This design comes from an exercise in tuning for small area, a short achievable clock period and few clock cycles per item on the open sky130 flow, not from production work.
At most, simulation tests tie the RTL to the original design; equivalence was not proved.
Power figures rest on the tool's default switching activity, not on a simulated workload.

== east ==
==> flow/design.v (excerpt) <==
module  CONV(
	input				clk,
	input				rst_n,
	input 				mode,
	input       		in_valid,
	output reg			out_valid,
	output 		[13:0] 	AWADDR,
	output		 [7:0] 	AWLEN,
	output 				AWVALID,
	input 				AWREADY,
	output reg  [31:0]	WDATA,
	output 				WVALID,
	input 				WREADY,
	output 		[13:0] 	ARADDR,
	output 		 [7:0] 	ARLEN,
	output 				ARVALID,
	input 				ARREADY,
	input		[31:0] 	RDATA,
	input 				RVALID,
	output reg			RREADY
);
export LEC_CHECK = 0
export CAP_MARGIN = 20
export CORE_MARGIN = 2
export CORE_UTILIZATION = 40
export CTS_BUF_LIST = sky130_fd_sc_hd__clkbuf_4 sky130_fd_sc_hd__clkbuf_8
export SETUP_SLACK_MARGIN = 4.6
export SLEW_MARGIN = 20
create_clock -name core_clock -period 8.0 [get_ports {clk}]
run.sh (not shown) runs the stock make flow with config.mk's settings and CLKGATE_MAP_FILE= SYNTH_SCRIPT=/design/flow/synth_recipe.tcl, a recipe that flattens the netlist after the stock synthesis.
Inputs modified between east and north:
--- a/flow/design.v
+++ b/flow/design.v
@@ -710,34 +710,37 @@
 			if (p_n == 12'd4095) fin <= 1'b1;
 		end else if (wv && WREADY) begin
 			if (pm) begin pm <= 1'b0; wm <= 1'b1; end
 			else wv <= 1'b0;
 		end
 	end
 end
 assign WVALID = wv;
 reg			aw_on, aw_l1;
 reg  [11:0]	aw_n;
+reg  [13:0]	aw_a;
 assign AWVALID = aw_on;
 assign AWLEN = 8'd0;
-assign AWADDR = aw_l1 ? {4'b1000, aw_n[11:7], aw_n[5:1]} : {2'b01, aw_n};
+assign AWADDR = aw_a;
 wire [11:0]	aw_n1 = aw_n + 12'd1;
 always @(posedge clk or negedge rst_n) begin
 	if (!rst_n) begin
-		aw_on <= 1'b0; aw_l1 <= 1'b0; aw_n <= 12'd0;
+		aw_on <= 1'b0; aw_l1 <= 1'b0; aw_n <= 12'd0; aw_a <= 14'd0;
 	end else if (in_valid) begin
-		aw_on <= 1'b1; aw_l1 <= 1'b0; aw_n <= 12'd0;
+		aw_on <= 1'b1; aw_l1 <= 1'b0; aw_n <= 12'd0; aw_a <= 14'h1000;
 	end else if (aw_on && AWREADY) begin
 		if (!aw_l1 && aw_n[0]) begin
 			aw_l1 <= 1'b1;
+			aw_a <= {4'b1000, aw_n[11:7], aw_n[5:1]};
 		end else begin
 			aw_l1 <= 1'b0;
 			aw_n <= aw_n1;
+			aw_a <= {2'b01, aw_n1};
 			if (aw_n == 12'd4095) aw_on <= 1'b0;
 		end
 	end
 end
 always @(posedge clk or negedge rst_n) begin
 	if (!rst_n) mode_r <= 1'b0;
 	else if (in_valid) mode_r <= mode;
 end
 endmodule
[summary]
In north, the sequential power came out about 1% above the value in east.
north vs east: routed wire length down by a few percent
north vs. east: global-route wire length before repair now sits lower, total power +0.000033 W, worst setup slack now larger.
Testbench counts of north, summed over its fixed seeds: cycles 224,425, images 12.
For east, only the layout was checked, not whether the RTL still works.

--- another note on this design; it stands on its own ---

## CONV
module  CONV(
	input				clk,
	input				rst_n,
	input 				mode,
	input       		in_valid,
	output reg			out_valid,
	output 		[13:0] 	AWADDR,
	output		 [7:0] 	AWLEN,
	output 				AWVALID,
	input 				AWREADY,
	output reg  [31:0]	WDATA,
	output 				WVALID,
	input 				WREADY,
	output 		[13:0] 	ARADDR,
	output 		 [7:0] 	ARLEN,
	output 				ARVALID,
	input 				ARREADY,
	input		[31:0] 	RDATA,
	input 				RVALID,
	output reg			RREADY
);
Size in the first run: about 2700 cells after synthesis, about 34000 um2 of cells after synthesis.
make LEC_CHECK=0 CAP_MARGIN=5 CORE_MARGIN=2 CORE_UTILIZATION=55 CTS_BUF_LIST='sky130_fd_sc_hd__clkbuf_4 sky130_fd_sc_hd__clkbuf_8' PLACE_DENSITY=0.7 SETUP_SLACK_MARGIN=4.6 SLEW_MARGIN=5 finish   # period 8.0 ns
run.sh (not shown) runs the stock make flow with config.mk's settings and CLKGATE_MAP_FILE= SYNTH_SCRIPT=/design/flow/synth_recipe.tcl, a recipe that flattens the netlist after the stock synthesis.
Testbench counts at the start, summed over its fixed seeds: cycles 224,425, images 12.
==> next run, changes <==
ABC_AREA = 1   (was default)
CAP_MARGIN = 20   (was 5)
CORE_UTILIZATION = 40   (was 55)
CTS_BUF_LIST = sky130_fd_sc_hd__clkbuf_4   (was sky130_fd_sc_hd__clkbuf_4 sky130_fd_sc_hd__clkbuf_8)
PLACE_DENSITY = default   (was 0.7)
SLEW_MARGIN = 20   (was 5)
Die area grows by well over a third.
Total power shrinks by roughly a tenth.
Cell count grows by a quarter to a third.
Clock power grows by a few percent.
Final area grows slightly.
Utilization shrinks by 18 points.
Hold slack degrades by 0.0078 ns.
Routed wire length grows by a few percent.
==> next run, changes <==
ABC_AREA = default   (was 1)
CTS_BUF_LIST = default   (was sky130_fd_sc_hd__clkbuf_4)
=> The changed run finished clean; area after synthesis went down by 1.0%; core utilization went up by 1.3 points; clock skew went down by 0.031 ns; total power went up by 19%; design area went up by 1.3%; wire length went down by 2.4%; worst setup slack gets worse by 0.046 ns.
==> next run, changes <==
CTS_BUF_LIST = sky130_fd_sc_hd__clkbuf_4 sky130_fd_sc_hd__clkbuf_8   (was default)
SETUP_SLACK_MARGIN = 4.8   (was 4.6)
=>
- utilization goes up by 0.72 points
- worst setup slack is better by 0.046 ns
- global-route usage is about the same
- wire length climbs by 0.31%
- clock skew is higher by 0.0070 ns
- non-clock buffer count went up by 6
- cell area went up by 1.5%
- critical path depth grows by 5
- final cell count climbs by about 1.9%
- area after synthesis does not change
- fmax grows by 1.3%
==> next run, changes <==
CAP_MARGIN = 0   (was 20)
SETUP_SLACK_MARGIN = 4.6   (was 4.8)
SLEW_MARGIN = 0   (was 20)
The changed run ran to the end with no violations. Routed wire length decreases by about 1.4%. Design area goes down by about 2.8%. Count of clock-buffer cells in the layout came out higher by 7. Die area does not change. Maximum frequency went up by about 1.3%. Combinational power fell by about 5%. Global-route usage stays flat.

-- separate check: timing with driven ports --
The flow's constraints put no driver on any port. The routed layouts listed below were extracted and timed again, unchanged, in two steps.
Step 1 assumes that a clkbuf_16 drives the clock port and a buf_2 every other input.
Step 2 adds t to the input delays and takes it off the output delays; t is the mean of the earliest and latest rising clock arrival at the registers after step 1. Input paths then give back, and output paths get back, about the clock's delay inside the block.
Slacks: ideal ports / drivers / drivers and shift; pairs: ideal ports / drivers.
run | shift t [ns] | setup slack, ns | worst setup path after step 2
east | 0.764 | 4.375 / 4.375 / 3.966 | input to register
north | 0.768 | 4.505 / 4.505 / 4.130 | input to register
the first run of note 2 | 0.770 | 4.466 / 4.466 / 3.865 | input to register
the second run of note 2 | 1.033 | 4.485 / 4.485 / 3.545 | input to register
the third run of note 2 | 0.673 | 4.439 / 4.439 / 4.029 | input to register
the fourth run of note 2 | 0.760 | 4.485 / 4.485 / 4.029 | input to register
the fifth run of note 2 | 0.795 | 4.529 / 4.529 / 3.934 | input to register
After both steps every run listed still meets setup and hold. For the second run of note 2, which loses most, drivers alone change the setup slack by 0.000 ns; drivers and shift together by -0.940 ns.
